Context: an optimization exercise on an open-source flow, tuned for small area and a short achievable clock period. The choices shown serve that exercise and are no tape-out recipe. The RTL was checked by simulation tests, not by an equivalence proof against the original design. Power is estimated from default activity; no workload was simulated.

$ cat design.v
`timescale 1ns/1ns
module MyCIC
(
	input  wire        clk,
	input  wire [23:0] x,        
	input  wire [3:0]  v,        
	input  wire [3:0]  r,        
	input  wire        rn,       
	input  wire [8:0]  e,        
	input  wire [3:0]  qoh,      
	input  wire [3:0]  rsh,      
	input  wire        hg,       
	output wire [23:0] out_data
);
	reg [9:0] x1d;
	reg       sg2, sg3;
	always @(posedge clk) begin
		x1d <= x[23:14];
		sg2 <= x1d[9];
		sg3 <= sg2;
	end
	wire [13:0] xs0 = x[13:0];
	wire [13:0] xs1 = {{4{x1d[9]}}, x1d};
	wire [13:0] xs2 = {14{sg2}};
	wire [11:0] xs3 = {12{sg3}};
	reg [13:0] i1c0, i1c1, i1c2; reg [11:0] i1c3;
	reg [13:0] i2c0, i2c1, i2c2; reg [11:0] i2c3;
	reg [13:0] i3c0, i3c1, i3c2; reg [11:0] i3c3;
	reg [13:0] i4c0, i4c1, i4c2; reg [11:0] i4c3;
	reg [2:0] c1, c2, c3, c4;
	wire [14:0] s1c0 = i1c0 + (xs0 & {14{v[0]}});
	wire [14:0] s1c1 = i1c1 + (xs1 & {14{v[1]}}) + c1[0];
	wire [14:0] s1c2 = i1c2 + (xs2 & {14{v[2]}}) + c1[1];
	wire [11:0] s1c3 = i1c3 + (xs3 & {12{v[3]}}) + c1[2];
	wire [14:0] s2c0 = i2c0 + (i1c0 & {14{v[0]}});
	wire [14:0] s2c1 = i2c1 + (i1c1 & {14{v[1]}}) + c2[0];
	wire [14:0] s2c2 = i2c2 + (i1c2 & {14{v[2]}}) + c2[1];
	wire [11:0] s2c3 = i2c3 + (i1c3 & {12{v[3]}}) + c2[2];
	wire [14:0] s3c0 = i3c0 + (i2c0 & {14{v[0]}});
	wire [14:0] s3c1 = i3c1 + (i2c1 & {14{v[1]}}) + c3[0];
	wire [14:0] s3c2 = i3c2 + (i2c2 & {14{v[2]}}) + c3[1];
	wire [11:0] s3c3 = i3c3 + (i2c3 & {12{v[3]}}) + c3[2];
	wire [14:0] s4c0 = (i4c0 & {14{~e[0]}}) + (i3c0 & {14{v[0]}});
	wire [14:0] s4c1 = (i4c1 & {14{~e[1]}}) + (i3c1 & {14{v[1]}}) + c4[0];
	wire [14:0] s4c2 = (i4c2 & {14{~e[2]}}) + (i3c2 & {14{v[2]}}) + c4[1];
	wire [11:0] s4c3 = (i4c3 & {12{~e[3]}}) + (i3c3 & {12{v[3]}}) + c4[2];
	always @(posedge clk) begin
		i1c0 <= r[0] ? s1c0[13:0] : 14'd0;
		i1c1 <= r[1] ? s1c1[13:0] : 14'd0;
		i1c2 <= r[2] ? s1c2[13:0] : 14'd0;
		i1c3 <= r[3] ? s1c3       : 12'd0;
		i2c0 <= r[0] ? s2c0[13:0] : 14'd0;
		i2c1 <= r[1] ? s2c1[13:0] : 14'd0;
		i2c2 <= r[2] ? s2c2[13:0] : 14'd0;
		i2c3 <= r[3] ? s2c3       : 12'd0;
		i3c0 <= r[0] ? s3c0[13:0] : 14'd0;
		i3c1 <= r[1] ? s3c1[13:0] : 14'd0;
		i3c2 <= r[2] ? s3c2[13:0] : 14'd0;
		i3c3 <= r[3] ? s3c3       : 12'd0;
		i4c0 <= r[0] ? s4c0[13:0] : 14'd0;
		i4c1 <= r[1] ? s4c1[13:0] : 14'd0;
		i4c2 <= r[2] ? s4c2[13:0] : 14'd0;
		i4c3 <= r[3] ? s4c3       : 12'd0;
		c1 <= {s1c2[14], s1c1[14], s1c0[14]};
		c2 <= {s2c2[14], s2c1[14], s2c0[14]};
		c3 <= {s3c2[14], s3c1[14], s3c0[14]};
		c4 <= {s4c2[14], s4c1[14], s4c0[14]};
	end
	wire [13:0] cap = ({14{e[0]}} & i4c0) | ({14{e[1]}} & i4c1) |
	                  ({14{e[2]}} & i4c2) | ({14{e[3]}} & {2'b00, i4c3});
	wire a1 = e[0] | e[1] | e[2] | e[3];
	wire a2 = e[1] | e[2] | e[3] | e[4];
	wire a3 = e[2] | e[3] | e[4] | e[5];
	wire a4 = e[3] | e[4] | e[5] | e[6];
	reg [55:0] pd1, pd2, pd3;    
	reg [13:0] t1, t2, t3, t4, h;
	reg        b2, b3, b4;
	wire [14:0] d2 = {1'b0, t1}  - {1'b0, pd1[13:0]} - (b2 & ~e[1]);
	wire [14:0] d3 = {1'b0, t2}  - {1'b0, pd2[13:0]} - (b3 & ~e[2]);
	wire [14:0] d4 = {1'b0, t3}  - {1'b0, pd3[13:0]} - (b4 & ~e[3]);
	always @(posedge clk) begin
		if (!rn) begin
			pd1 <= 56'd0;
			pd2 <= 56'd0;
			pd3 <= 56'd0;
		end else begin
			if (a2) pd1 <= {t1,  pd1[55:14]};
			if (a3) pd2 <= {t2,  pd2[55:14]};
			if (a4) pd3 <= {t3,  pd3[55:14]};
		end
		if (a1) t1 <= cap;
		if (a2) begin t2 <= d2[13:0]; b2 <= d2[14]; end
		if (a3) begin t3 <= d3[13:0]; b3 <= d3[14]; end
		if (a4) begin
			t4 <= e[6] ? {{2{d4[11]}}, d4[11:0]} : d4[13:0];
			b4 <= d4[14];
		end else
			t4 <= {14{t4[13]}};
		h <= t4;
	end
	wire [27:0] cat = {t4, h};
	wire [13:0] ral = cat >> rsh;
	wire ld_lo = (qoh[0] & e[5]) | (qoh[1] & e[6]) | (qoh[2] & e[7]) | (qoh[3] & e[8]);
	wire ld_hi = (qoh[0] & e[6]) | (qoh[1] & e[7]) | (qoh[2] & e[8]) | (hg & e[8]);
	reg [23:0] o, p1, p2;
	always @(posedge clk) begin
		if (!rn) begin
			o  <= 24'd0;
			p1 <= 24'd0;
			p2 <= 24'd0;
		end else begin
			if (ld_lo) o[13:0]  <= ral;
			if (ld_hi) o[23:14] <= ral[9:0];
			if (e[4]) begin
				p1 <= o;
				p2 <= p1;
			end
		end
	end
	assign out_data = p2;
endmodule
`timescale 1ns/1ns
module cic_iq
(
	input wire clk,
	input wire reset_n,
	input wire [3:0] rate_div,
	input wire [4:0] gain,
	input wire in_valid,
	input wire signed [23:0] in_i,
	input wire signed [23:0] in_q,
	output wire signed [23:0] out_i,
	output wire signed [23:0] out_q,
	output wire out_valid
);
	reg [23:0] xi, xq;
	reg        vr, rnr;
	reg [3:0]  rdr;
	reg [4:0]  gr;
	always @(posedge clk) begin
		xi  <= in_i;
		xq  <= in_q;
		vr  <= in_valid;
		rnr <= reset_n;
		rdr <= rate_div;
		gr  <= gain;
	end
	reg [7:0] rm1;
	always @(*) begin
		case (rdr)
			4'd0: rm1 = 8'd159;
			4'd1: rm1 = 8'd79;
			4'd2: rm1 = 8'd39;
			4'd3: rm1 = 8'd19;
			4'd4: rm1 = 8'd9;
			default: rm1 = 8'd4;
		endcase
	end
	reg [7:0] cnt;
	reg       ov;    
	reg [8:0] e;     
	wire hit = (cnt == 8'd0);
	always @(posedge clk) begin
		if (!rnr) begin
			cnt <= rm1;
			ov  <= 1'b1;
		end else if (vr) begin
			cnt <= hit ? rm1 : cnt - 8'd1;
			ov  <= hit;
		end else
			ov  <= 1'b0;
		e <= rnr ? {e[7:0], vr & hit} : 9'd0;
	end
	reg [3:1] vd, rd;
	always @(posedge clk) begin
		vd <= {vd[2:1], vr};
		rd <= {rd[2:1], rnr};
	end
	wire [3:0] v = {vd, vr};
	wire [3:0] r = {rd, rnr};
	wire [6:0] sh = 7'd38 - {1'b0, rdr, 2'b00} - {2'b00, gr};
	wire       big = ({1'b0, rdr, 2'b00} + {2'b00, gr}) > 7'd38;
	reg  [3:0] qoh, rsh;
	reg        hg;
	always @(posedge clk) begin
		hg <= big;
		if (big) begin
			qoh <= 4'b1000;
			rsh <= 4'd11;
		end else if (sh < 7'd14) begin
			qoh <= 4'b0001;
			rsh <= sh[3:0];
		end else if (sh < 7'd28) begin
			qoh <= 4'b0010;
			rsh <= sh - 7'd14;
		end else begin
			qoh <= 4'b0100;
			rsh <= sh - 7'd28;
		end
	end
	MyCIC cic_inst_i (
		.clk(clk), .x(xi), .v(v), .r(r), .rn(rnr), .e(e),
		.qoh(qoh), .rsh(rsh), .hg(hg), .out_data(out_i)
	);
	MyCIC cic_inst_q (
		.clk(clk), .x(xq), .v(v), .r(r), .rn(rnr), .e(e),
		.qoh(qoh), .rsh(rsh), .hg(hg), .out_data(out_q)
	);
	assign out_valid = ov;
endmodule
$ cat run.sh
#!/bin/bash
# synth_recipe.tcl (not shown) runs the flow's synth.tcl, then flattens the netlist and writes it again
# the make line also repeats each setting of config.mk as NAME=value (left out here)
make -C /OpenROAD-flow-scripts/flow DESIGN_CONFIG=/design/flow/config.mk WORK_HOME=/design/flow/orfs CLKGATE_MAP_FILE= SYNTH_SCRIPT=/design/flow/synth_recipe.tcl finish
$ cat config.mk
export PLATFORM = sky130hd
export DESIGN_NAME = cic_iq
export DESIGN_NICKNAME = cic_iq
export VERILOG_FILES = /design/flow/design.v
export SDC_FILE = /design/flow/constraint.sdc
export NUM_CORES = 4
export LEC_CHECK = 0
export CAP_MARGIN = 20
export CORE_MARGIN = 2
export CORE_UTILIZATION = 50
export SETUP_SLACK_MARGIN = 5
export SLEW_MARGIN = 20
$ cat constraint.sdc
create_clock -name core_clock -period 8.0 [get_ports {clk}]
set_input_delay 1.6000 -clock core_clock [delete_from_list [all_inputs] [get_ports {clk}]]
set_output_delay 1.6000 -clock core_clock [all_outputs]
set_load 0.01 [all_outputs]
==> results of run 1 <==
timing repair:
item                                    CTS  global route
gates cloned                              5             9
resized for setup                       185           101
pin swaps                                10            39
buffers inserted                         12            15
endpoints found under the setup margin  362           198
cells by family (layout without fill, tap and decap cells):
kind of cell	count (synthesis)	after routing	share of synthesized area (%)
XOR/XNOR	364	364	4.92
AO/OA/AOI/OAI	1456	1456	14.9
AND/OR/NAND/NOR	2662	2664	20.0
flip-flops	1198	1198	38.5
adder cells (fa/ha/maj)	641	641	13.2
buffers and inverters	733	865	4.43
multiplexers	217	217	4.02
flip-flops by register name (all words and copies together), names as in the netlist, 56 cells and up:
| register | flops |
|---|---|
| cic_inst_i.pd1 | 56 |
| cic_inst_i.pd2 | 56 |
| cic_inst_i.pd3 | 56 |
| cic_inst_q.pd1 | 56 |
| cic_inst_q.pd2 | 56 |
| cic_inst_q.pd3 | 56 |
path summary, 6_finish.rpt:
path	slack, ns	startpoint	depth (start not counted)	to
max reg2reg	5.04	e[3]	10	cic_inst_q.b4
max	5.04	e[3]	10	cic_inst_q.b4
min	0.32	xi[19]	0	cic_inst_i.x1d[5]
min reg2reg	0.32	xi[19]	0	cic_inst_i.x1d[5]
power breakdown:
| part | switching (W) | leakage, nW | internal (W) | total (W) |
|---|---|---|---|---|
| logic | 0.00102 | 18.2 | 0.000909 | 0.00193 |
| registers | 0.000213 | 9.86 | 0.00633 | 0.00654 |
| clock network | 0.00251 | 2.19 | 0.00366 | 0.00617 |
| total | 0.00374 | 30.2 | 0.0109 | 0.0146 |
worst reg2reg max path, cell delays in order, from the launching register on:
cell	delay (ns)
dfxtp_4	0.35
nand2b_1	0.15
fa_2	0.38
fa_2	0.37
nand2b_4	0.17
a31o_4	0.26
a21oi_4	0.14
o21ai_2	0.10
a221o_2	0.41
nor4b_4	0.29
nor3_2	0.09
layout make-up:
type	count	area [sq um]
clock inverters	48	410
multi-input cells	5342	37400
inverters	437	1670
well taps	1742	2180
clock buffers	201	4040
flip-flops and latches	1198	25000
repair buffers	179	1970
fillers	11683	56500
metal layers:
metal  GRT usage [%]  part of all wire (%)
met4            6.51                   2.6
met5               0                     0
met3            2.74                   2.7
met2            35.0                    47
met1            27.1                    48
placed cells by master (no fill, tap or decap), types with 24 or more instances in the layout:
cell type        synthesis  final
a211oi_1                53     49
a21boi_0               290    290
a21boi_1                71     71
a21o_1                  84     84
a21oi_1                344    335
a22oi_1                 55     55
and2_1                 515    515
and3_1                  26     26
buf_4                    5     41
clkbuf_1               221     37
clkbuf_16                0    154
clkdlybuf4s50_1          0     59
clkinv_2                 0     24
dfxtp_1               1098   1074
edfxtp_1               100    100
fa_1                    70     63
ha_1                   571    571
inv_1                  432    425
mux2i_1                175    175
mux4_2                  34     34
nand2_1                989    986
nand2b_1                79     77
nand3_1                 75     75
nand4_1                 24     24
nor2_1                 445    445
nor2b_1                289    289
nor3_1                 108    106
o21a_1                  83     83
o21ai_0                243    212
o21ai_1                 25     49
o21bai_1                36     34
xnor2_1                207    207
xor2_1                 157    156
per-stage QoR:
step	std cells	hold slack (ns)
3_5_place_dp	8857	0.312
2_1_floorplan	7271	0.310
3_3_place_gp	8857	0.310
4_1_cts	9123	0.324
6_report	9147	0.324
5_1_grt	9147	0.330
==> impl_metrics.json, run 1 <==
{
  "htree_num_levels": 4,
  "slew_viol_final": 0,
  "dp_slack_ns": 4.03,
  "drt-total-wl_mm": 138,
  "cts_tree": "built",
  "routedWlPerCell_um": 15.1,
  "cpPeakStageDelay_ns": 0.41,
  "via_per_inst": 5.17,
  "post-route-util_pct": 56.3,
  "arrival_ns": 3.46,
  "fin_crit_sh_pct": 37.0,
  "synth_edf_count": 100,
  "synthArstFlopShare_pct": 0,
  "diodes": 0,
  "crit_type": "flip-flop to flip-flop",
  "min_path_type": "flip-flop to flip-flop",
  "p_leak_nw": 30.2,
  "insertion_delay_ns": 0.77,
  "setup_tns_ns": 0,
  "antenna_found_initial": 1,
  "timing.critical_path.fanout_max": 3,
  "hold_violations": 0,
  "end_kind": "flip-flop",
  "clk_pin_slew_ns": 0.06,
  "grtUsageTotal_pct": 20.6,
  "dr.pass1.iters": 5,
  "rsz0062_at_grt": "true",
  "grt_pass1_wl_mm": 227,
  "vias": 47290,
  "synth.area.top_cells": "dfxtp_1, ha_1, nand2_1",
  "maxCapViolations": 0,
  "syn_area_per_cell_sq_um": 8.92,
  "numCtsBuffers": 138,
  "seq_area_frac_synth_pct": 38.5,
  "routabilityCongestion": 0.820,
  "first_global_vias": 45763,
  "synth_common_cells": "dfxtp_1, nand2_1, ha_1",
  "grt_max_degree": 223,
  "drc": 0,
  "cp_top_family": "compound AO/OA/AOI/OAI gates",
  "finish.instance_area_sq_um": 72700,
  "cts_max_path_buffers": 3,
  "place_area_sq_um": 67200,
  "die_h_um": 364,
  "synth_seq_cells": 1198,
  "top_level_ports": 109,
  "drtAntennaViolNets": 0,
  "first_iter_violations": 2496,
  "yosysWarnings": 2,
  "layout_setup_ws_ns": 5.04,
  "initial_core_util_pct": 50.2,
  "irDropWorstVdd_mv": 0.216,
  "die_w_um": 364,
  "layout.nets": 7997,
  "outcome": "complete, no violations",
  "cp.required_ns": 8.50,
  "cts-root-buf": "clkbuf_16",
  "hpwl_mm": 94.3,
  "post_synth_instance_area_sq_um": 64800,
  "overflow": 0,
  "hold_buffers": 0,
  "core_sq_um": 129000,
  "timing.final.crit_period_ns": 2.96,
  "syn_inst": 7271,
  "netlist.area_leader.share_pct": 33.9,
  "yosysTopAreaCell": "dfxtp_1",
  "synth_nets": 7972,
  "synth_ff_type": "dfxtp_1",
  "syn2layout_area_growth_pct": 12.1,
  "drive_gt1_share_pct": 6.37,
  "worst_pin_slew_ns": 1.07,
  "cts.sinks": 1198,
  "path_cells": "nand2b_1, fa_2, fa_2, nand2b_4, a31o_4, a21oi_4, o21ai_2, a221o_2, nor4b_4, nor3_2",
  "cp_slowest_cell": "a221o_2",
  "cp_num_buf_inv": 0,
  "setup_viol": 0,
  "core.rowCount": 132,
  "synth.most_common_cell": "dfxtp_1",
  "yosysUniqueCellTypes": 91,
  "max_freq_mhz": 337,
  "powerDensity_nw_per_um2": 201,
  "dieArea_sq_um": 133000,
  "max_slew_margin_pct": 28.9,
  "skew_ns": 0.0311,
  "path_common_cell": "fa_2",
  "io_buffers": 108,
  "p_total_w": 0.0146,
  "start_kind": "flip-flop"
}
==> run 2: changes to the inputs <==
--- a/config.mk
+++ b/config.mk
@@ -7,6 +7,5 @@
 export LEC_CHECK = 0
 export CAP_MARGIN = 20
 export CORE_MARGIN = 2
-export CORE_UTILIZATION = 50
-export SETUP_SLACK_MARGIN = 5
+export CORE_UTILIZATION = 40
 export SLEW_MARGIN = 20
==> run 2 against run 1 <==
Compared with the run above: still clean on timing, DRC and antenna; largest cell class unchanged; sequential share of layout area grew 0.12 points; cell count grew 4.2%; utilization shrank 11 points; final area shrank 0.46%; area after synthesis is the same; synthesized cell count is the same; count of clock-buffer cells in the layout shrank 4; global-route usage shrank 4.2 points; combinational power shrank 2%; total power grew 0.87%; die area grew 25%; worst setup slack lost 0.51 ns.
==> impl_metrics.json, run 2 <==
{
  "outcome": "complete, no violations",
  "hold_violations": 0,
  "insertion_delay_ns": 0.77,
  "arrival_ns": 3.98,
  "max_freq_mhz": 288,
  "holdCritStartpoint": "xq[23]",
  "cts_max_path_buffers": 3,
  "routabilityCongestion": 0.836,
  "post_synth_instance_area_sq_um": 64800,
  "met1_usage_pct": 21.2,
  "fin_cells": 9527,
  "rsz0062_at_grt": "false",
  "antenna_found_initial": 0,
  "timing.critical_path.fanout_max": 55,
  "post_cts_resized": 0,
  "yosysTopAreaCell": "dfxtp_1",
  "whs_endpoint": "cic_inst_q.x1d[9]",
  "powerDensity_nw_per_um2": 204,
  "synth.area.top_cells": "dfxtp_1, ha_1, nand2_1",
  "synth_common_cells": "dfxtp_1, nand2_1, ha_1",
  "busiest_layer": "met2",
  "numCtsBuffers": 136,
  "synth.most_common_cell": "dfxtp_1",
  "synth_ff_type": "dfxtp_1",
  "maxCapViolations": 0,
  "overflow": 0,
  "p_total_w": 0.0148,
  "comb_power_share_pct": 12.8,
  "routedWlPerCell_um": 14.2,
  "final_cell_mix": "dfxtp_1, nand2_1, ha_1, and2_1, nor2_1",
  "die_h_um": 407,
  "dieArea_sq_um": 165000,
  "internal_power_w": 0.0110,
  "hold_buffers": 0,
  "syn_area_per_cell_sq_um": 8.92,
  "netlist.area_leader.share_pct": 33.9,
  "grt_max_degree": 116,
  "irDropWorstVdd_mv": 0.201,
  "r2r_end": "cic_inst_q.b4",
  "synth_seq_cells": 1198,
  "min_path_type": "flip-flop to flip-flop",
  "end_kind": "flip-flop",
  "drc": 0,
  "dr.pass1.iters": 5,
  "io_buffers": 108,
  "cp.required_ns": 8.51,
  "ff2ff_path_depth": 11,
  "syn_inst": 7271,
  "grtUsageTotal_pct": 16.4,
  "drtAntennaViolNets": 0,
  "met3_usage_pct": 2.38,
  "seq_area_frac_synth_pct": 38.5,
  "first_iter_violations": 2133,
  "worst_pin_slew_ns": 1.08,
  "p_leak_nw": 29.9,
  "cts-root-buf": "clkbuf_16",
  "slew_viol_final": 0,
  "drt-total-wl_mm": 135,
  "synthArstFlopShare_pct": 0,
  "ff2ff_setup_slack_ns": 4.52,
  "final_common_cell": "dfxtp_1",
  "grt_pass1_wl_mm": 227,
  "clk_pin_slew_ns": 0.06,
  "vias": 47012,
  "dp_cells": 9278,
  "gr-usage-met2_pct": 28.0,
  "via_per_inst": 4.93,
  "diodes": 0,
  "initial_core_util_pct": 40.3,
  "nFillCells": 15747,
  "p_switching_w": 0.00380,
  "die_w_um": 407,
  "start_kind": "flip-flop",
  "htree_num_levels": 4,
  "fin_crit_sh_pct": 43.5,
  "setup_viol": 0,
  "skew_ns": 0.0457,
  "core.rowCount": 147,
  "p_clk_share_pct": 42.9,
  "min_path_cells": 0,
  "max_slew_margin_pct": 28.1,
  "yosysUniqueCellTypes": 91,
  "syn2layout_area_growth_pct": 11.6,
  "top_level_ports": 109,
  "pwr-share-seq_pct": 44.3,
  "worst_hold_slack_ns": 0.324,
  "synth_nets": 7972,
  "layout.nets": 7958,
  "synth_edf_count": 100,
  "core_sq_um": 161000,
  "first_global_vias": 46299,
  "crit-reg2reg-launch": "e[3]",
  "cts_setup_buffers": 0,
  "timing.final.crit_period_ns": 3.48,
  "setup_tns_ns": 0,
  "hpwl_mm": 95.0,
  "sw_frac_of_total_pct": 25.8,
  "yosysWarnings": 2,
  "cts.sinks": 1198,
  "drive_gt1_share_pct": 4.71,
  "cts_tree": "built",
  "crit_type": "flip-flop to flip-flop"
}
## run 2: power by group through the flow
stage	sequential (W)	combinational [W]	clock [W]
after floorplan	0.00656	0.00158	0
after global placement	0.00667	0.00184	0
after detailed placement	0.00668	0.00188	0
after CTS	0.00655	0.00189	0.00652
after global routing	0.00657	0.00214	0.00676
final	0.00654	0.00189	0.00634
## run 2: worst max-delay path: stages, from the launching register on
cell and delay (ns):
dfxtp_2 0.31, buf_4 0.29, nand2b_1 0.26, fa_1 0.48, fa_1 0.42, nand2b_1 0.20
a31o_2 0.29, a21oi_4 0.15, o21ai_2 0.09, a221o_1 0.35, nor4b_1 0.31, nor3_1 0.09
## run 2: kinds of logic (layout without fill, tap and decap cells)
kind of cell	count (synthesis)	after routing	synth area share [%]
compound gates	1456	1456	14.9
xor+xnor	364	364	4.92
fa+ha+maj	641	641	13.2
buf+inv	733	829	4.43
flops	1198	1198	38.5
mux	217	217	4.02
simple gates	2662	2662	20.0
## run 2: routing by layer
layer,vias to the layer above,wire (um)
met5,-,0
met3,204,3870
li1,24615,-
met1,21669,65100
met2,524,63000
met4,0,3390
## run 2: how the worst max path moves through the flow
stage | startpoint | endpoint | slack, ns | cells past startpoint
floorplan | e[3] | cic_inst_q.b4 | 4.75 | 12
global placement | e[3] | cic_inst_q.b4 | 4.54 | 11
detailed placement | e[3] | cic_inst_q.b4 | 4.51 | 11
CTS | e[3] | cic_inst_q.b4 | 4.50 | 11
global route | vr | cic_inst_q.i4c0[12] | 4.21 | 12
finish | e[3] | cic_inst_q.b4 | 4.52 | 11
## run 2: stage by stage
stage / area (sq um) / util, % / setup WS [ns]
2_1_floorplan: 64800 / - / 4.75
3_3_place_gp: 67700 / 42.1 / 4.54
3_5_place_dp: 67700 / 42.1 / 4.51
4_1_cts: 72300 / 45.0 / 4.50
5_1_grt: 72300 / 45.0 / 4.21
6_report: 72300 / 45.0 / 4.52
## run 2: final cells by class
| type | count | area, sq um | share of cell area [%] |
|---|---|---|---|
| inverters | 437 | 1650 | 2.28 |
| flip-flops and latches | 1198 | 25000 | 34.6 |
| clock buffers | 197 | 3980 | 5.50 |
| repair buffers | 144 | 1370 | 1.89 |
| multi-input cells | 5340 | 37000 | 51.2 |
| clock inverters | 51 | 618 | 0.854 |
| well taps | 2160 | 2700 | 3.74 |
==> run 3: changes to the inputs <==
--- a/design.v
+++ b/design.v
@@ -68,16 +68,15 @@
 	end
 	wire [13:0] cap = ({14{e[0]}} & i4c0) | ({14{e[1]}} & i4c1) |
 	                  ({14{e[2]}} & i4c2) | ({14{e[3]}} & {2'b00, i4c3});
-	wire a1 = e[0] | e[1] | e[2] | e[3];
 	wire a2 = e[1] | e[2] | e[3] | e[4];
 	wire a3 = e[2] | e[3] | e[4] | e[5];
 	wire a4 = e[3] | e[4] | e[5] | e[6];
 	reg [55:0] pd1, pd2, pd3;    
 	reg [13:0] t1, t2, t3, t4, h;
 	reg        b2, b3, b4;
-	wire [14:0] d2 = {1'b0, t1}  - {1'b0, pd1[13:0]} - (b2 & ~e[1]);
-	wire [14:0] d3 = {1'b0, t2}  - {1'b0, pd2[13:0]} - (b3 & ~e[2]);
-	wire [14:0] d4 = {1'b0, t3}  - {1'b0, pd3[13:0]} - (b4 & ~e[3]);
+	wire [14:0] d2 = {1'b0, t1}  - {1'b0, pd1[13:0]} - b2;
+	wire [14:0] d3 = {1'b0, t2}  - {1'b0, pd2[13:0]} - b3;
+	wire [14:0] d4 = {1'b0, t3}  - {1'b0, pd3[13:0]} - b4;
 	always @(posedge clk) begin
 		if (!rn) begin
 			pd1 <= 56'd0;
@@ -88,13 +87,15 @@
 			if (a3) pd2 <= {t2,  pd2[55:14]};
 			if (a4) pd3 <= {t3,  pd3[55:14]};
 		end
-		if (a1) t1 <= cap;
-		if (a2) begin t2 <= d2[13:0]; b2 <= d2[14]; end
-		if (a3) begin t3 <= d3[13:0]; b3 <= d3[14]; end
-		if (a4) begin
+		t1 <= cap;
+		t2 <= d2[13:0];
+		t3 <= d3[13:0];
+		b2 <= a2 & d2[14];
+		b3 <= a3 & d3[14];
+		b4 <= a4 & d4[14];
+		if (a4)
 			t4 <= e[6] ? {{2{d4[11]}}, d4[11:0]} : d4[13:0];
-			b4 <= d4[14];
-		end else
+		else
 			t4 <= {14{t4[13]}};
 		h <= t4;
 	end
--- a/config.mk
+++ b/config.mk
@@ -7,5 +7,6 @@
 export LEC_CHECK = 0
 export CAP_MARGIN = 20
 export CORE_MARGIN = 2
-export CORE_UTILIZATION = 40
+export CORE_UTILIZATION = 50
+export SETUP_SLACK_MARGIN = 5
 export SLEW_MARGIN = 20
==> run 3 against run 2 <==
Compared with the run above: clock skew down 0.021 ns; combinational power up 17%; final area down 2.5%; utilization up 12 points.
==> impl_metrics.json, run 3 <==
{
  "yosysTopAreaCell": "dfxtp_1",
  "cp_slowest_cell": "dfxtp_1",
  "cp_top_family": "flip-flops",
  "synthArstFlopShare_pct": 0,
  "rsz0062_at_grt": "true",
  "dp_slack_ns": 4.59,
  "hold_violations": 0,
  "comb_power_share_pct": 14.7,
  "final_common_cell": "dfxtp_1",
  "io_buffers": 108,
  "cts_tree": "built",
  "slew_viol_final": 0,
  "setup_tns_ns": 0,
  "layout.nets": 7951,
  "antenna_found_initial": 1,
  "die_w_um": 358,
  "synth_seq_cells": 1198,
  "core_sq_um": 124000,
  "setup_viol": 0,
  "arrival_ns": 1.34,
  "dieArea_sq_um": 128000,
  "cts_max_path_buffers": 3,
  "first_iter_violations": 2570,
  "timing.critical_path.fanout_max": 2,
  "synth_nets": 7933,
  "worst_pin_slew_ns": 1.09,
  "crit_type": "flip-flop to output pin",
  "grtUsageTotal_pct": 20.7,
  "layout_setup_ws_ns": 5.06,
  "initial_core_util_pct": 50.6,
  "core.rowCount": 129,
  "nFillCells": 11296,
  "cp_num_buf_inv": 1,
  "min_path_type": "flip-flop to flip-flop",
  "synth_common_cells": "dfxtp_1, nand2_1, a21oi_1",
  "numCtsBuffers": 137,
  "path_cells": "clkdlybuf4s15_2",
  "timing.final.crit_period_ns": 2.94,
  "cp.required_ns": 6.40,
  "synth.area.top_cells": "dfxtp_1, ha_1, nand2_1",
  "clk_pin_slew_ns": 0.06,
  "overflow": 0,
  "max_freq_mhz": 340,
  "final_cell_mix": "dfxtp_1, nand2_1, a21oi_1, nor2_1, ha_1",
  "netlist.area_leader.share_pct": 37.9,
  "routedWlPerCell_um": 15.0,
  "drt-total-wl_mm": 135,
  "skew_ns": 0.0243,
  "syn2layout_area_growth_pct": 12.4,
  "yosysUniqueCellTypes": 86,
  "cts-root-buf": "clkbuf_16",
  "grt_max_degree": 215,
  "start_kind": "flip-flop",
  "p_leak_nw": 30.0,
  "synth_edf_count": 10,
  "hpwl_mm": 92.3,
  "synth_ff_type": "dfxtp_1",
  "drc": 0,
  "outcome": "complete, no violations",
  "routabilityCongestion": 0.837,
  "cts.sinks": 1198,
  "drtAntennaViolNets": 0,
  "cpPeakStageDelay_ns": 0.35,
  "vias": 46951,
  "syn_inst": 7232,
  "irDropWorstVdd_mv": 0.220,
  "first_global_vias": 45003,
  "seq_area_frac_synth_pct": 38.4,
  "top_level_ports": 109,
  "diodes": 0,
  "maxCapViolations": 0,
  "die_h_um": 358,
  "drive_gt1_share_pct": 7.20,
  "powerDensity_nw_per_um2": 213,
  "yosysWarnings": 2,
  "synth.most_common_cell": "dfxtp_1",
  "dp_cells": 8718,
  "p_switching_w": 0.00393,
  "max_slew_margin_pct": 26.7,
  "syn_area_per_cell_sq_um": 8.68,
  "pwr-share-seq_pct": 43.4,
  "sw_frac_of_total_pct": 26.1,
  "p_clk_share_pct": 41.8,
  "hold_buffers": 0,
  "dr.pass1.iters": 6,
  "end_kind": "output pin",
  "post_synth_instance_area_sq_um": 62800,
  "p_total_w": 0.0150,
  "insertion_delay_ns": 0.76,
  "internal_power_w": 0.0111,
  "htree_num_levels": 4,
  "fin_crit_sh_pct": 36.8,
  "via_per_inst": 5.22,
  "grt_pass1_wl_mm": 220,
  "fin_cells": 8989
}
## run 3: cell count changes after synthesis, sizes merged, moves of 90 or more
cell and change:
a21boi -348, a21oi +350, nor2 +148, dfxtp +90, nor2b -140, edfxtp -90
## run 3: logic make-up (layout without fill, tap and decap cells)
| group | count (synthesis) | in the layout | share of synthesized area (%) |
|---|---|---|---|
| DFF | 1198 | 1198 | 38.4 |
| buffers and inverters | 705 | 825 | 4.35 |
| and+or+nand+nor | 2612 | 2612 | 19.8 |
| muxes | 225 | 225 | 4.28 |
| adders and majority gates | 641 | 641 | 13.6 |
| AOI/OAI and AO/OA | 1497 | 1497 | 14.7 |
| xor gates and xnor gates | 354 | 354 | 4.94 |
## run 3: area by class of cell
class,instances,area (sq um),area share (%)
clock buffers,204,4120,5.85
inverters,411,1560,2.22
multi-input cells,5329,36400,51.6
clock inverters,37,423,0.600
flip-flops and latches,1198,24100,34.2
repair buffers,173,1870,2.65
well taps,1637,2050,2.90
## run 3: path summary, 6_finish.rpt
kind / cells past startpoint / end / slack, ns / startpoint
hold / removal: 0 / cic_inst_q.x1d[4] / 0.31 / xq[18]
hold reg to reg: 0 / cic_inst_q.x1d[4] / 0.31 / xq[18]
setup reg to reg: 10 / cic_inst_q.c2[1] / 5.12 / vd[1]
setup / recovery: 1 / out_i[9] / 5.06 / cic_inst_i.p2[9]
## run 3: power groups by stage
stage                     clock, W  combinational (W)  sequential [W]
after floorplan                  0            0.00178         0.00655
after global placement           0            0.00213         0.00666
after detailed placement         0            0.00217         0.00666
after CTS                  0.00647            0.00220         0.00653
after global routing       0.00672            0.00251         0.00657
final                      0.00629            0.00222         0.00653
## run 3: what timing repair did
action | CTS | global route
pin swaps | 6 | 37
gates cloned | 2 | 9
gates resized for setup | 194 | 122
buffers inserted | 3 | 16
endpoints found under the setup margin | 177 | 307
## run 3: through the flow
step,util (%),hold slack [ns],instance area [sq um]
after floorplan,-,0.310,62800
after global routing,56.8,0.314,70500
final,56.8,0.309,70500
after CTS,56.3,0.312,69800
after detailed placement,52.4,0.312,65000
after global placement,52.4,0.310,65000
## run 3: layer usage
| metal | global-route usage, % | part of all wire [%] | vias to the layer above |
|---|---|---|---|
| met5 | 0 | 0 | - |
| met4 | 7.36 | 2.7 | 0 |
| met3 | 2.87 | 2.9 | 202 |
| met2 | 34.8 | 47 | 534 |
| met1 | 27.0 | 48 | 21583 |
| li1 | - | - | 24632 |
==> run 4: changes to the inputs <==
--- a/config.mk
+++ b/config.mk
@@ -8,5 +8,7 @@
 export CAP_MARGIN = 20
 export CORE_MARGIN = 2
 export CORE_UTILIZATION = 50
+export CTS_CLUSTER_DIAMETER = 150
+export CTS_CLUSTER_SIZE = 30
 export SETUP_SLACK_MARGIN = 5
 export SLEW_MARGIN = 20
==> run 4 against run 3 <==
Compared with the run above: clock skew is 0.00052 ns higher; fmax is 0.28% lower; critical path depth stayed put; largest power group unchanged; highest routed layer unchanged.
==> impl_metrics.json, run 4 <==
{
  "worst_pin_slew_ns": 1.08,
  "cp_slowest_cell": "dfxtp_1",
  "core.rowCount": 129,
  "crit-reg2reg-launch": "vr",
  "synth.most_common_cell": "dfxtp_1",
  "initial_core_util_pct": 50.6,
  "irDropWorstVdd_mv": 0.162,
  "drc": 0,
  "numCtsBuffers": 45,
  "die_w_um": 358,
  "core_sq_um": 124000,
  "dieArea_sq_um": 128000,
  "final_cell_mix": "dfxtp_1, nand2_1, a21oi_1, nor2_1, ha_1",
  "synth_common_cells": "dfxtp_1, nand2_1, a21oi_1",
  "place_area_sq_um": 65000,
  "nFillCells": 11628,
  "multi_input_area_sq_um": 36400,
  "timing.final.crit_period_ns": 2.95,
  "skew_ns": 0.0249,
  "arrival_ns": 1.35,
  "fin_crit_sh_pct": 36.9,
  "end_kind": "output pin",
  "syn_area_per_cell_sq_um": 8.68,
  "layout.nets": 7863,
  "cts-root-buf": "clkbuf_16",
  "cts_tree": "built",
  "max_slew_margin_pct": 27.6,
  "synthArstFlopShare_pct": 0,
  "cts.sinks": 1198,
  "die_h_um": 358,
  "insertion_delay_ns": 0.68,
  "syn_inst": 7232,
  "synth_edf_count": 10,
  "cts_max_path_buffers": 3,
  "hold_violations": 0,
  "syn2layout_area_growth_pct": 7.07,
  "yosysUniqueCellTypes": 86,
  "min_path_cells": 0,
  "synth_nets": 7933,
  "ff2ff_path_depth": 12,
  "cp.required_ns": 6.40,
  "path_cells": "dlygate4sd2_1",
  "final_common_cell": "dfxtp_1",
  "netlist.area_leader.share_pct": 37.9,
  "cp_top_family": "flip-flops",
  "maxCapViolations": 0,
  "min_path_type": "flip-flop to flip-flop",
  "first_iter_violations": 2723,
  "yosysWarnings": 2,
  "whs_endpoint": "cic_inst_q.x1d[4]",
  "htree_num_levels": 2,
  "max_freq_mhz": 339,
  "drtAntennaViolNets": 0,
  "synth_ff_type": "dfxtp_1",
  "overflow": 0,
  "via_per_inst": 5.24,
  "top_level_ports": 109,
  "powerDensity_nw_per_um2": 174,
  "setup_viol": 0,
  "cpPeakStageDelay_ns": 0.39,
  "p_leak_nw": 28.5,
  "grt_max_degree": 215,
  "post_synth_instance_area_sq_um": 62800,
  "fin_cells": 8806,
  "finish.instance_area_sq_um": 67200,
  "grt_pass1_wl_mm": 216,
  "synth.area.top_cells": "dfxtp_1, ha_1, nand2_1",
  "routabilityCongestion": 0.837,
  "hpwl_mm": 92.3,
  "first_global_vias": 43793,
  "routedWlPerCell_um": 15.0,
  "drt-total-wl_mm": 132,
  "start_kind": "flip-flop",
  "grtUsageTotal_pct": 20.0,
  "post-route-util_pct": 54.1,
  "synth_seq_cells": 1198,
  "dp_cells": 8718,
  "hold_buffers": 0,
  "outcome": "complete, no violations",
  "timing.critical_path.fanout_max": 2,
  "cp_num_buf_inv": 1,
  "setup_tns_ns": 0,
  "p_total_w": 0.0117,
  "clk_pin_slew_ns": 0.11,
  "seq_area_frac_synth_pct": 38.4,
  "rsz0062_at_grt": "true",
  "antenna_found_initial": 1,
  "vias": 46173,
  "r2r_end": "cic_inst_q.i1c0[12]",
  "io_buffers": 108,
  "ff2ff_setup_slack_ns": 5.12,
  "dr.pass1.iters": 5,
  "slew_viol_final": 0,
  "ff_latch_area_sq_um": 24100,
  "yosysTopAreaCell": "dfxtp_1",
  "crit_type": "flip-flop to output pin",
  "holdCritStartpoint": "xq[18]",
  "drive_gt1_share_pct": 4.46
}
run 4: worst max-delay path by stage:
stage                                 start                   to  slack (ns)  cells after the start
after floorplan                        e[2]  cic_inst_q.i4c2[12]        5.00                     14
after global placement                   vr  cic_inst_q.i2c0[13]        4.59                     11
after detailed placement              vd[2]     cic_inst_q.c3[2]        4.59                     11
after CTS                 cic_inst_q.p2[19]            out_q[19]        5.00                      1
after global routing                   e[4]     cic_inst_i.t4[1]        4.89                      4
final                     cic_inst_q.p2[19]            out_q[19]        5.05                      1
run 4: cell families (layout without fill, tap and decap cells):
| logic type | after synthesis | in the layout | synth area share [%] |
|---|---|---|---|
| compound gates | 1497 | 1497 | 14.7 |
| xor+xnor | 354 | 354 | 4.94 |
| fa+ha+maj | 641 | 641 | 13.6 |
| buf+inv | 705 | 641 | 4.35 |
| flops | 1198 | 1198 | 38.4 |
| mux | 225 | 225 | 4.28 |
| other cells | 0 | 1 | 0 |
| simple gates | 2612 | 2612 | 19.8 |
run 4: layer usage:
layer	GRT usage, %	wire length, um
met1	27.2	64100
met2	34.3	61700
met3	1.61	3020
met4	5.36	3140
met5	0	0
run 4: area by class of cell:
type                    count  share of cell area [%]
diodes                      1                 0.00372
clock inverters             1                  0.0242
clock buffers              52                    1.76
multi-input cells        5329                    54.1
inverters                 411                    2.33
repair buffers            177                    2.81
well taps                1637                    3.05
flip-flops and latches   1198                    35.9
run 4: power by group:
| group | switching (W) | internal [W] | leakage [nW] |
|---|---|---|---|
| registers | 0.000224 | 0.00630 | 9.78 |
| logic | 0.00120 | 0.00102 | 18.2 |
| clock network | 0.00186 | 0.00107 | 0.587 |
| total | 0.00328 | 0.00838 | 28.5 |
run 4: repair_timing:
action / in CTS / in global routing
resized for setup: 108 / 105
endpoints found under the setup margin: 182 / 285
setup buffers: 6 / 18
pin swaps: 7 / 46
gates cloned: 3 / 7
run 4: per-stage QoR:
stage / worst slack [ns] / hold slack [ns]
finish: 5.05 / 0.337
global route: 4.89 / 0.345
CTS: 5.00 / 0.339
detailed placement: 4.59 / 0.312
global placement: 4.59 / 0.310
floorplan: 5.00 / 0.310
==> run 5: changes to the inputs <==
--- a/config.mk
+++ b/config.mk
@@ -7,7 +7,7 @@
 export LEC_CHECK = 0
 export CAP_MARGIN = 20
 export CORE_MARGIN = 2
-export CORE_UTILIZATION = 50
+export CORE_UTILIZATION = 65
 export CTS_CLUSTER_DIAMETER = 150
 export CTS_CLUSTER_SIZE = 30
 export SETUP_SLACK_MARGIN = 5
==> run 5 against run 4 <==
Compared with the run above: still clean; critical path type unchanged; hold slack barely moved; critical path depth did not move; largest power group unchanged; clock power hardly changed; highest routed layer unchanged.
==> impl_metrics.json, run 5 <==
{
  "first_global_vias": 43856,
  "core.rowCount": 113,
  "skew_ns": 0.0271,
  "io_buffers": 108,
  "dp_cells": 8343,
  "synth_common_cells": "dfxtp_1, nand2_1, a21oi_1",
  "routedWlPerCell_um": 15.3,
  "powerDensity_nw_per_um2": 175,
  "whs_endpoint": "cic_inst_q.x1d[7]",
  "synth_nets": 7933,
  "numCtsBuffers": 45,
  "final_common_cell": "dfxtp_1",
  "nFillCells": 7858,
  "dieArea_sq_um": 99000,
  "cts.sinks": 1198,
  "crit_type": "flip-flop to output pin",
  "p_leak_nw": 28.5,
  "top_level_ports": 109,
  "drc": 0,
  "cts_tree": "built",
  "clk_pin_slew_ns": 0.11,
  "grtUsageTotal_pct": 25.3,
  "yosysWarnings": 2,
  "grt_pass1_wl_mm": 211,
  "first_iter_violations": 2720,
  "fin_cells": 8430,
  "synth_ff_type": "dfxtp_1",
  "core_sq_um": 95300,
  "grt_max_degree": 160,
  "cp_num_buf_inv": 1,
  "antenna_found_initial": 1,
  "cp_top_family": "flip-flops",
  "drive_gt1_share_pct": 4.17,
  "setup_tns_ns": 0,
  "slew_viol_final": 0,
  "ff2ff_path_depth": 12,
  "rsz0062_at_grt": "true",
  "post_synth_instance_area_sq_um": 62800,
  "syn_inst": 7232,
  "syn2layout_area_growth_pct": 6.03,
  "cpPeakStageDelay_ns": 0.37,
  "timing.final.crit_period_ns": 2.95,
  "holdCritStartpoint": "xq[21]",
  "synth.most_common_cell": "dfxtp_1",
  "min_path_cells": 0,
  "post-route-util_pct": 69.8,
  "fin_crit_sh_pct": 36.9,
  "max_slew_margin_pct": 27.5,
  "drtAntennaViolNets": 0,
  "insertion_delay_ns": 0.70,
  "ff2ff_setup_slack_ns": 5.07,
  "vias": 46754,
  "htree_num_levels": 2,
  "arrival_ns": 1.35,
  "die_w_um": 315,
  "dp_slack_ns": 4.41,
  "path_cells": "dlygate4sd2_1",
  "end_kind": "output pin",
  "yosysTopAreaCell": "dfxtp_1",
  "crit-reg2reg-launch": "e[3]",
  "diodes": 0,
  "seq_area_frac_synth_pct": 38.4,
  "max_freq_mhz": 339,
  "synth_seq_cells": 1198,
  "cp.required_ns": 6.40,
  "outcome": "complete, no violations",
  "irDropWorstVdd_mv": 0.178,
  "final_cell_mix": "dfxtp_1, nand2_1, a21oi_1, nor2_1, ha_1",
  "initial_core_util_pct": 65.9,
  "dr.pass1.iters": 7,
  "die_h_um": 315,
  "netlist.area_leader.share_pct": 37.9,
  "yosysUniqueCellTypes": 86,
  "via_per_inst": 5.55,
  "min_path_type": "flip-flop to flip-flop",
  "syn_area_per_cell_sq_um": 8.68,
  "p_total_w": 0.0117,
  "worst_pin_slew_ns": 1.09,
  "cp_slowest_cell": "dfxtp_1",
  "timing.critical_path.fanout_max": 2,
  "synth.area.top_cells": "dfxtp_1, ha_1, nand2_1",
  "maxCapViolations": 0,
  "synthArstFlopShare_pct": 0,
  "r2r_end": "cic_inst_q.i4c3[10]",
  "start_kind": "flip-flop",
  "cts_max_path_buffers": 3,
  "setup_viol": 0,
  "routabilityCongestion": 0.875,
  "cts-root-buf": "clkbuf_16",
  "synth_edf_count": 10,
  "overflow": 0,
  "drt-total-wl_mm": 129,
  "layout.nets": 7858,
  "hpwl_mm": 91.1,
  "layout_setup_ws_ns": 5.05,
  "hold_violations": 0
}
[run 5: cell counts after synthesis]
Identical to the previous run, type by type.
[run 5: routing by layer]
| metal | vias to the layer above | track usage, % | part of all wire (%) |
|---|---|---|---|
| met3 | 177 | 2.78 | 3.0 |
| met2 | 600 | 42.9 | 47 |
| li1 | 24294 | - | - |
| met5 | - | 0 | 0 |
| met1 | 21683 | 33.7 | 47 |
| met4 | 0 | 8.20 | 3.4 |
[run 5: layout make-up]
cell class	count	area, sq um	area share [%]
inverter	411	1560	2.34
sequential	1198	24100	36.3
tap	1265	1580	2.38
multi-input combinational	5329	36300	54.5
clock buffer	53	1190	1.78
timing repair buffer	172	1780	2.67
clock inverter	2	36.3	0.0545
[run 5: how the worst max path moves through the flow]
stage                startpoint                  end  cells after the start
3_5_place_dp              vd[1]   cic_inst_q.i1c1[8]                     11
4_1_cts        cic_inst_q.p2[3]             out_q[3]                      1
5_1_grt                    e[3]  cic_inst_q.i4c3[10]                     12
6_report       cic_inst_q.p2[6]             out_q[6]                      1
3_3_place_gp              vd[1]   cic_inst_q.i1c1[8]                     11
2_1_floorplan              e[2]  cic_inst_q.i4c2[12]                     14
[run 5: kinds of logic (layout without fill, tap and decap cells)]
group | count (synthesis) | in the layout | synth area share [%]
xor gates and xnor gates | 354 | 354 | 4.94
DFF | 1198 | 1198 | 38.4
muxes | 225 | 225 | 4.28
AOI/OAI and AO/OA | 1497 | 1497 | 14.7
adders and majority gates | 641 | 641 | 13.6
and+or+nand+nor | 2612 | 2612 | 19.8
buffers and inverters | 705 | 638 | 4.35
[run 5: timing repair]
action                     in CTS  in global routing
setup endpoints to repair     195                 99
pin swaps                       4                 21
resized for setup             102                 90
buffers inserted                9                 16
hold buffers                    0                  0
cloned                          1                  6
[run 5: power breakdown]
group / leakage, nW / switching, W / internal (W)
combinational: 18.1 / 0.00118 / 0.00102
clock: 0.598 / 0.00184 / 0.00107
sequential: 9.78 / 0.000244 / 0.00630
total: 28.5 / 0.00326 / 0.00839
[run 5: metrics by stage]
stage	hold slack, ns	area (sq um)
2_1_floorplan	0.310	62800
3_3_place_gp	0.311	64600
6_report	0.336	66500
4_1_cts	0.339	66000
5_1_grt	0.343	66500
3_5_place_dp	0.312	64600
==> run 6: changes to the inputs <==
--- a/config.mk
+++ b/config.mk
@@ -7,8 +7,9 @@
 export LEC_CHECK = 0
 export CAP_MARGIN = 20
 export CORE_MARGIN = 2
-export CORE_UTILIZATION = 65
+export CORE_UTILIZATION = 50
 export CTS_CLUSTER_DIAMETER = 150
 export CTS_CLUSTER_SIZE = 30
 export SETUP_SLACK_MARGIN = 5
 export SLEW_MARGIN = 20
+export TNS_END_PERCENT = 10
==> run 6 against run 5 <==
Compared with the run above: still clean on timing, DRC and antenna; via count decreased by 1.5%; critical path depth is the same; total power about the same; count of clock-buffer cells in the layout is 1 lower; non-clock buffer count decreased by 11; hold slack better by 0.00067 ns; register-to-register slack worse by 0.15 ns; critical endpoint is now out_i[14]; largest cell class unchanged; highest routed layer unchanged.
==> impl_metrics.json, run 6 <==
{
  "ff2ff_setup_slack_ns": 4.92,
  "core.rowCount": 129,
  "multi_input_area_sq_um": 36100,
  "fin_crit_sh_pct": 40.0,
  "syn_area_per_cell_sq_um": 8.68,
  "crit_type": "flip-flop to output pin",
  "die_w_um": 358,
  "synth.area.top_cells": "dfxtp_1, ha_1, nand2_1",
  "io_buffers": 108,
  "cts_tree": "built",
  "min_path_cells": 0,
  "setup_tns_ns": 0,
  "dr.pass1.iters": 5,
  "post_synth_instance_area_sq_um": 62800,
  "ff_latch_area_sq_um": 24100,
  "yosysUniqueCellTypes": 86,
  "path_cells": "clkdlybuf4s50_1",
  "min_path_type": "flip-flop to flip-flop",
  "slew_viol_final": 0,
  "nFillCells": 11672,
  "overflow": 0,
  "drt-total-wl_mm": 131,
  "via_per_inst": 5.24,
  "seq_area_frac_synth_pct": 38.4,
  "synth_edf_count": 10,
  "cp_num_buf_inv": 1,
  "first_iter_violations": 2698,
  "yosysTopAreaCell": "dfxtp_1",
  "routabilityCongestion": 0.830,
  "grt_max_degree": 157,
  "htree_num_levels": 2,
  "hpwl_mm": 93.3,
  "cts-root-buf": "clkbuf_16",
  "synth_seq_cells": 1198,
  "final_common_cell": "dfxtp_1",
  "place_area_sq_um": 65000,
  "yosysWarnings": 2,
  "timing.critical_path.fanout_max": 2,
  "synth_common_cells": "dfxtp_1, nand2_1, a21oi_1",
  "clk_pin_slew_ns": 0.12,
  "holdCritStartpoint": "xi[23]",
  "grtUsageTotal_pct": 20.1,
  "synth_nets": 7933,
  "ff2ff_path_depth": 11,
  "skew_ns": 0.0373,
  "cp_top_family": "buffers and inverters",
  "max_slew_margin_pct": 36.5,
  "layout.nets": 7847,
  "cts_max_path_buffers": 3,
  "routedWlPerCell_um": 14.9,
  "crit-reg2reg-launch": "vd[2]",
  "first_global_vias": 43740,
  "rsz0062_at_grt": "true",
  "end_kind": "output pin",
  "timing.final.crit_period_ns": 3.20,
  "hold_violations": 0,
  "synth_ff_type": "dfxtp_1",
  "insertion_delay_ns": 0.69,
  "numCtsBuffers": 45,
  "core_sq_um": 124000,
  "die_h_um": 358,
  "whs_endpoint": "cic_inst_i.x1d[9]",
  "finish.instance_area_sq_um": 66700,
  "drc": 0,
  "top_level_ports": 109,
  "maxCapViolations": 0,
  "arrival_ns": 1.60,
  "antenna_found_initial": 1,
  "irDropWorstVdd_mv": 0.160,
  "post-route-util_pct": 53.7,
  "outcome": "complete, no violations",
  "setup_viol": 0,
  "drtAntennaViolNets": 0,
  "syn_inst": 7232,
  "grt_pass1_wl_mm": 217,
  "vias": 46051,
  "hold_buffers": 0,
  "netlist.area_leader.share_pct": 37.9,
  "worst_pin_slew_ns": 0.952,
  "final_cell_mix": "dfxtp_1, nand2_1, a21oi_1, nor2_1, ha_1",
  "drive_gt1_share_pct": 3.30,
  "powerDensity_nw_per_um2": 175,
  "cp_slowest_cell": "clkdlybuf4s50_1",
  "p_leak_nw": 28.2,
  "start_kind": "flip-flop",
  "dieArea_sq_um": 128000,
  "cpPeakStageDelay_ns": 0.54,
  "syn2layout_area_growth_pct": 6.27,
  "synthArstFlopShare_pct": 0,
  "diodes": 0,
  "initial_core_util_pct": 50.6,
  "cts.sinks": 1198,
  "max_freq_mhz": 313,
  "synth.most_common_cell": "dfxtp_1",
  "cp.required_ns": 6.40,
  "r2r_end": "cic_inst_i.i2c2[12]"
}
## run 6: cell count changes in the layout (fill, tap and decap cells not counted), sizes merged, moves of 2 or more
| cell | change |
|---|---|
| buf | -7 |
| clkbuf | -5 |
| clkdlybuf4s50 | +37 |
| clkinv | -2 |
| dlygate4sd2 | -37 |
## run 6: worst max-delay path by stage
| stage | startpoint | cells past startpoint | to | slack [ns] |
|---|---|---|---|---|
| after CTS | cic_inst_i.p2[4] | 1 | out_i[4] | 4.73 |
| after global routing | vd[2] | 11 | cic_inst_q.c2[2] | 4.71 |
| after floorplan | vd[2] | 14 | cic_inst_i.i1c2[12] | 4.98 |
| after detailed placement | vd[2] | 13 | cic_inst_i.i1c2[12] | 4.48 |
| after global placement | vd[2] | 13 | cic_inst_i.i1c2[12] | 4.52 |
| final | cic_inst_i.p2[14] | 1 | out_i[14] | 4.80 |
## run 6: what timing repair did
item	in CTS	in global routing
pin swaps	4	2
buffers inserted	3	11
gates cloned	1	3
setup endpoints to repair	286	293
resized for setup	37	34
## run 6: layout make-up
class / instances / area share, %
well taps: 1637 / 3.07
clock inverters: 2 / 0.0544
repair buffers: 161 / 2.51
flip-flops and latches: 1198 / 36.2
multi-input cells: 5329 / 54.1
clock buffers: 52 / 1.77
inverters: 411 / 2.34
## run 6: stage by stage
step / setup WS (ns) / cells / hold slack (ns) / total power [W]
2_1_floorplan: 4.98 / 7232 / 0.310 / 0.00833
4_1_cts: 4.73 / 8776 / 0.339 / 0.0118
3_5_place_dp: 4.48 / 8718 / 0.312 / 0.00883
6_report: 4.80 / 8790 / 0.337 / 0.0117
3_3_place_gp: 4.52 / 8718 / 0.311 / 0.00879
5_1_grt: 4.71 / 8790 / 0.346 / 0.0123
## run 6: where the power goes
group	internal (W)	leakage, nW	switching [W]
registers	0.00630	9.78	0.000247
clock network	0.00107	0.597	0.00188
logic	0.00100	17.9	0.00116
total	0.00837	28.2	0.00328
## run 6: cell families (layout without fill, tap and decap cells)
logic type      after synthesis  count (layout)  share of synthesized area, %
simple gates               2612            2612                          19.8
compound gates             1497            1497                          14.7
flops                      1198            1198                          38.4
buf+inv                     705             626                          4.35
fa+ha+maj                   641             641                          13.6
xor+xnor                    354             354                          4.94
mux                         225             225                          4.28
## run 6: metal layers
layer  track usage (%)  vias to the layer above  wire length (um)  share of wire, %
met5                 0                        -                 0                 0
met3              1.74                      116              2760               2.1
met1              27.3                    21241             64000                49
met4              5.12                        0              3260               2.5
met2              34.5                      388             61200                47
li1                  -                    24306                 -                 -
==> run 7: changes to the inputs <==
--- a/config.mk
+++ b/config.mk
@@ -7,9 +7,9 @@
 export LEC_CHECK = 0
 export CAP_MARGIN = 20
 export CORE_MARGIN = 2
-export CORE_UTILIZATION = 50
+export CORE_UTILIZATION = 55
 export CTS_CLUSTER_DIAMETER = 150
-export CTS_CLUSTER_SIZE = 30
+export CTS_CLUSTER_SIZE = 24
+export GPL_TIMING_DRIVEN = 0
 export SETUP_SLACK_MARGIN = 5
 export SLEW_MARGIN = 20
-export TNS_END_PERCENT = 10
==> run 7 against run 6 <==
Compared with the run above: clock power increased by 8.5%; synthesized cell count unchanged; area after synthesis unchanged; fmax increased by 8.9%; global-route usage increased by 5.2 points; non-clock buffer count increased by 287; critical path depth unchanged; combinational power increased by 8%; hold slack got worse by 0.0050 ns; via count increased by 3.9%; cell count increased by 1.8%; critical path type unchanged; critical endpoint is now out_q[9]; largest cell class unchanged; largest power group unchanged.
==> impl_metrics.json, run 7 <==
{
  "setup_tns_ns": 0,
  "grt_pass1_wl_mm": 240,
  "timing.critical_path.fanout_max": 2,
  "finish.instance_area_sq_um": 68600,
  "seq_area_frac_synth_pct": 38.4,
  "first_iter_violations": 2375,
  "numCtsBuffers": 55,
  "pwr-share-seq_pct": 54.1,
  "synth_ff_type": "dfxtp_1",
  "syn_inst": 7232,
  "sw_frac_of_total_pct": 28.5,
  "yosys.area_share.simple_pct": 19.8,
  "setup_viol": 0,
  "top_level_ports": 109,
  "routedWlPerCell_um": 16.9,
  "powerDensity_nw_per_um2": 176,
  "drive_gt1_share_pct": 6.42,
  "first_global_vias": 45841,
  "cp_slowest_cell": "dfxtp_2",
  "io_buffers": 108,
  "hold_buffers": 0,
  "synth.most_common_cell": "dfxtp_1",
  "final_cell_mix": "dfxtp_1, nand2_1, a21oi_1, nor2_1, ha_1",
  "max_freq_mhz": 341,
  "skew_ns": 0.0277,
  "htree_num_levels": 2,
  "routabilityCongestion": 0.910,
  "die_h_um": 342,
  "timing.final.crit_period_ns": 2.94,
  "drc": 0,
  "yosysTopAreaCell": "dfxtp_1",
  "yosysWarnings": 2,
  "synthArstFlopShare_pct": 0,
  "dp_slack_ns": 3.60,
  "fin_crit_sh_pct": 36.7,
  "fin_cells": 8950,
  "synth_xor_area_share_pct": 4.94,
  "drt-total-wl_mm": 151,
  "hold_violations": 0,
  "place_area_sq_um": 65700,
  "drtAntennaViolNets": 0,
  "yosysUniqueCellTypes": 86,
  "cp.required_ns": 6.40,
  "cpPeakStageDelay_ns": 0.39,
  "layout.nets": 8144,
  "dieArea_sq_um": 117000,
  "irDropWorstVdd_mv": 0.179,
  "synth.area.top_cells": "dfxtp_1, ha_1, nand2_1",
  "cp_top_family": "flip-flops",
  "die_w_um": 342,
  "path_cells": "clkdlybuf4s15_1",
  "synth_nets": 7933,
  "end_kind": "output pin",
  "max_slew_margin_pct": 34.5,
  "synth_top_family_by_area": "simple AND/OR/NAND/NOR gates",
  "worst_pin_slew_ns": 0.983,
  "rsz0062_at_grt": "true",
  "dp_cells": 8840,
  "syn2layout_area_growth_pct": 9.33,
  "overflow": 0,
  "p_switching_w": 0.00343,
  "antenna_found_initial": 2,
  "cts.sinks": 1198,
  "p_leak_nw": 29.1,
  "start_kind": "flip-flop",
  "p_clk_share_pct": 26.6,
  "vias": 47839,
  "cts_max_path_buffers": 3,
  "cts-root-buf": "clkbuf_16",
  "syn_area_per_cell_sq_um": 8.68,
  "synth_compound_area_share_pct": 14.7,
  "grtUsageTotal_pct": 25.3,
  "comb_power_share_pct": 19.4,
  "grt_max_degree": 26,
  "initial_core_util_pct": 55.6,
  "outcome": "complete, no violations",
  "core_sq_um": 113000,
  "dr.pass1.iters": 7,
  "post_synth_instance_area_sq_um": 62800,
  "cts_tree": "built",
  "insertion_delay_ns": 0.72,
  "internal_power_w": 0.00862,
  "clk_pin_slew_ns": 0.10,
  "synth_common_cells": "dfxtp_1, nand2_1, a21oi_1",
  "synthAdderAreaFrac_pct": 13.6,
  "core.rowCount": 123,
  "maxCapViolations": 0,
  "layout_setup_ws_ns": 5.06,
  "final_common_cell": "dfxtp_1",
  "arrival_ns": 1.34,
  "synth_edf_count": 10,
  "synth_seq_cells": 1198,
  "slew_viol_final": 0,
  "hpwl_mm": 117,
  "min_path_type": "flip-flop to flip-flop",
  "muxShareOfSynthArea_pct": 4.28,
  "cp_num_buf_inv": 1,
  "netlist.area_leader.share_pct": 37.9,
  "via_per_inst": 5.35,
  "crit_type": "flip-flop to output pin"
}
## run 7: cell counts after synthesis
Identical to the previous run, type by type.
## run 7: cells by family (layout without fill, tap and decap cells)
| group | Yosys count | after routing |
|---|---|---|
| AO/OA/AOI/OAI | 1497 | 1497 |
| XOR/XNOR | 354 | 354 |
| adder cells (fa/ha/maj) | 641 | 641 |
| buffers and inverters | 705 | 922 |
| flip-flops | 1198 | 1198 |
| multiplexers | 225 | 225 |
| other | 0 | 1 |
| AND/OR/NAND/NOR | 2612 | 2612 |
## run 7: final cells by class
cell class / instances / area, sq um
fillers: 10306 / 44200
multi-input cells: 5329 / 36800
clock inverters: 2 / 25.0
plain buffers: 294 / 1430
flip-flops and latches: 1198 / 24100
inverters: 411 / 1560
clock buffers: 61 / 1430
diodes: 1 / 2.50
repair buffers: 154 / 1420
well taps: 1500 / 1880
## run 7: final timing paths
kind	end	from	cells after the start	slack (ns)
worst max-delay path	out_q[9]	cic_inst_q.p2[9]	1	5.06
worst min-delay path	cic_inst_q.x1d[3]	xq[17]	0	0.33
worst max register to register	cic_inst_i.i4c1[8]	vd[1]	15	5.07
worst min register to register	cic_inst_q.x1d[3]	xq[17]	0	0.33
## run 7: routing by layer
| layer | vias to the layer above | track usage, % | share of wire, % |
|---|---|---|---|
| met5 | - | 0 | 0.0086 |
| met4 | 2 | 6.65 | 2.6 |
| met3 | 170 | 2.25 | 2.5 |
| met2 | 568 | 45.0 | 49 |
| met1 | 22149 | 32.9 | 46 |
| li1 | 24950 | - | - |
## run 7: what timing repair did
action,4_1_cts,5_1_grt
endpoints found under the setup margin,542,155
pin swaps,33,73
gates cloned,0,1
buffers inserted,15,30
resized for setup,240,197
## run 7: power groups by stage
| stage | registers (W) | logic [W] | clock network [W] |
|---|---|---|---|
| 5_1_grt | 0.00656 | 0.00261 | 0.00349 |
| 3_3_place_gp | 0.00665 | 0.00219 | 0 |
| 3_5_place_dp | 0.00666 | 0.00224 | 0 |
| 6_report | 0.00652 | 0.00233 | 0.00320 |
| 2_1_floorplan | 0.00655 | 0.00178 | 0 |
| 4_1_cts | 0.00652 | 0.00228 | 0.00330 |
## run 7: per-stage QoR
| step | power, W | util, % | hold slack [ns] |
|---|---|---|---|
| 2_1_floorplan | 0.00833 | - | 0.310 |
| 3_3_place_gp | 0.00885 | 58.3 | 0.310 |
| 3_5_place_dp | 0.00890 | 58.3 | 0.312 |
| 4_1_cts | 0.0121 | 60.0 | 0.334 |
| 5_1_grt | 0.0127 | 60.8 | 0.338 |
| 6_report | 0.0121 | 60.8 | 0.332 |
==> run 8: changes to the inputs <==
==> flow/run.sh (new file) <==
#!/bin/bash
# The standard layout (standard.sh, unchanged steps and synthesis), with a
# tighter setup target for ORFS's timing repair. Each tool's output goes to
# ORFS's per-step logs; the make output goes to standard.log here.
set -euo pipefail
sed -e 's/SETUP_SLACK_MARGIN=[0-9.]*/SETUP_SLACK_MARGIN=5.4/' standard.sh > standard_tight.sh
bash standard_tight.sh > standard.log 2>&1
==> standard.sh (new file) <==
#!/bin/bash
# synth_recipe.tcl (not shown) runs the flow's synth.tcl, then flattens the netlist and writes it again
# the make line also repeats each setting of config.mk as NAME=value (left out here)
make -C /OpenROAD-flow-scripts/flow DESIGN_CONFIG=/design/flow/config.mk WORK_HOME=/design/flow/orfs CLKGATE_MAP_FILE= SYNTH_SCRIPT=/design/flow/synth_recipe.tcl "${@:-finish}"
--- a/config.mk
+++ b/config.mk
@@ -7,9 +7,8 @@
 export LEC_CHECK = 0
 export CAP_MARGIN = 20
 export CORE_MARGIN = 2
-export CORE_UTILIZATION = 55
+export CORE_UTILIZATION = 50
 export CTS_CLUSTER_DIAMETER = 150
-export CTS_CLUSTER_SIZE = 24
-export GPL_TIMING_DRIVEN = 0
+export CTS_CLUSTER_SIZE = 30
 export SETUP_SLACK_MARGIN = 5
 export SLEW_MARGIN = 20
removed: run.sh
==> run 8 against run 7 <==
Compared with the run above: still clean; worst setup slack improved by 0.16 ns; routed wire length decreased by 4.5%; fmax increased by 5.6%; sequential share of layout area decreased by 2.2 points; critical path type unchanged; critical endpoint is now out_q[21]; largest power group unchanged; highest routed layer is now met4.
==> impl_metrics.json, run 8 <==
{
  "outcome": "complete, no violations",
  "wl_met2_mm": 69.7,
  "drtAntennaViolNets": 0,
  "top_level_ports": 109,
  "synth.most_common_cell": "dfxtp_1",
  "routabilityCongestion": 0.818,
  "fin_crit_sh_pct": 34.8,
  "setup_tns_ns": 0,
  "initial_core_util_pct": 50.6,
  "via_per_inst": 5.29,
  "seq_area_frac_synth_pct": 38.4,
  "synthArstFlopShare_pct": 0,
  "yosysWarnings": 2,
  "synth_nets": 7933,
  "arrival_ns": 1.18,
  "insertion_delay_ns": 0.69,
  "irDropWorstVdd_mv": 0.168,
  "first_iter_violations": 2568,
  "p_total_w": 0.0121,
  "drive_gt1_share_pct": 16.3,
  "syn2layout_area_growth_pct": 17.0,
  "cp.required_ns": 6.40,
  "clk_pin_slew_ns": 0.12,
  "cts_max_path_buffers": 3,
  "io_buffers": 108,
  "cts_tree": "built",
  "max_freq_mhz": 360,
  "syn_inst": 7232,
  "antenna_found_initial": 0,
  "synth_common_cells": "dfxtp_1, nand2_1, a21oi_1",
  "start_kind": "flip-flop",
  "diodes": 0,
  "die_w_um": 358,
  "cts.sinks": 1198,
  "cpPeakStageDelay_ns": 0.38,
  "final_common_cell": "dfxtp_1",
  "synth.area.top_cells": "dfxtp_1, ha_1, nand2_1",
  "skew_ns": 0.0367,
  "routed.top_layer": "met4",
  "yosysTopAreaCell": "dfxtp_1",
  "max_slew_margin_pct": 29.0,
  "setup_viol": 0,
  "maxCapViolations": 0,
  "die_h_um": 358,
  "vias": 47992,
  "worst_hold_slack_ns": 0.338,
  "cp_num_buf_inv": 1,
  "netlist.area_leader.share_pct": 37.9,
  "post_synth_instance_area_sq_um": 62800,
  "grt_pass1_wl_mm": 228,
  "cp_slowest_cell": "dfxtp_4",
  "yosysUniqueCellTypes": 86,
  "synth_seq_cells": 1198,
  "grtUsageTotal_pct": 21.3,
  "cts-root-buf": "clkbuf_16",
  "syn_area_per_cell_sq_um": 8.68,
  "synth_ff_type": "dfxtp_1",
  "dr.pass1.iters": 5,
  "wl_met1_mm": 68.5,
  "core_sq_um": 124000,
  "timing.critical_path.fanout_max": 2,
  "first_global_vias": 45382,
  "rsz0062_at_grt": "true",
  "htree_num_levels": 2,
  "timing.final.crit_period_ns": 2.78,
  "synth_edf_count": 10,
  "drc": 0,
  "layout.nets": 8126,
  "crit_type": "flip-flop to output pin",
  "hpwl_mm": 92.8,
  "numCtsBuffers": 45,
  "end_kind": "output pin",
  "worst_pin_slew_ns": 1.06,
  "grt_max_degree": 114,
  "core.rowCount": 129,
  "powerDensity_nw_per_um2": 164,
  "cp_top_family": "flip-flops",
  "routedWlPerCell_um": 15.9,
  "final_cell_mix": "dfxtp_1, nand2_1, a21oi_1, nor2_1, ha_1",
  "overflow": 0,
  "wl_met3_mm": 2.83,
  "hold_violations": 0,
  "min_path_type": "flip-flop to flip-flop",
  "p_leak_nw": 30.2,
  "slew_viol_final": 0,
  "dieArea_sq_um": 128000,
  "drt-total-wl_mm": 144,
  "path_cells": "buf_6"
}
==> run 8: changes by cell type in the layout (fill, tap and decap cells not counted), moves of 39 or more <==
cell	delta
a21oi_2	+51
and2_1	-58
a21oi_1	-56
ha_1	-106
ha_4	+98
buf_4	+195
o21ai_0	-59
dfxtp_2	+54
o21ai_2	+39
and2_4	+56
dfxtp_1	-62
buf_6	+75
clkbuf_1	-177
==> run 8: final cells by class <==
cell class,count,area (sq um)
Fill cell,10949,50700
Multi-Input combinational cell,5329,39700
Sequential cell,1198,24200
Timing Repair Buffer,440,4630
Tap cell,1637,2050
Inverter,411,1580
Clock buffer,51,1180
Clock inverter,1,16.3
==> run 8: what timing repair did <==
action                                 CTS  global route
setup endpoints to repair              636           576
cloned                                  24             5
endpoints found under the hold margin    0             0
hold buffers                             0             0
resized for setup                      661           481
buffers inserted                       122           145
pin swaps                              216           368
==> run 8: routing by layer <==
metal  vias up  track usage, %
met3       143            1.60
met1     22570            28.5
met5         -               0
met2       435            37.4
li1      24844               -
met4         0            4.79
==> run 8: logic make-up (layout without fill, tap and decap cells) <==
logic type	after synthesis	count (layout)	share of synthesized area, %
compound gates	1497	1497	14.7
mux	225	225	4.28
fa+ha+maj	641	641	13.6
flops	1198	1198	38.4
simple gates	2612	2612	19.8
buf+inv	705	903	4.35
xor+xnor	354	354	4.94
==> run 8: per-stage QoR <==
| stage | util (%) | setup WS (ns) | cells | cell area [sq um] |
|---|---|---|---|---|
| after global routing | 59.1 | 5.13 | 9067 | 73400 |
| after CTS | 56.2 | 5.16 | 8917 | 69800 |
| final | 59.1 | 5.22 | 9067 | 73400 |
| after floorplan | - | 5.34 | 7232 | 63100 |
| after global placement | 52.6 | 4.73 | 8719 | 65200 |
| after detailed placement | 52.6 | 4.67 | 8719 | 65200 |
==> run 8: where the power goes <==
part / internal (W) / switching [W] / leakage, nW
Combinational: 0.00124 / 0.00132 / 19.8
Sequential: 0.00629 / 0.000274 / 9.81
Clock: 0.00106 / 0.00187 / 0.586
Total: 0.00860 / 0.00346 / 30.2
==> run 8: path summary, 6_finish.rpt <==
check,start,end,slack (ns),cells past startpoint
max reg2reg,vd[1],cic_inst_q.i1c1[13],5.25,12
min reg2reg,xq[14],cic_inst_q.x1d[0],0.34,0
max,cic_inst_q.p2[21],out_q[21],5.22,1
min,xq[14],cic_inst_q.x1d[0],0.34,0
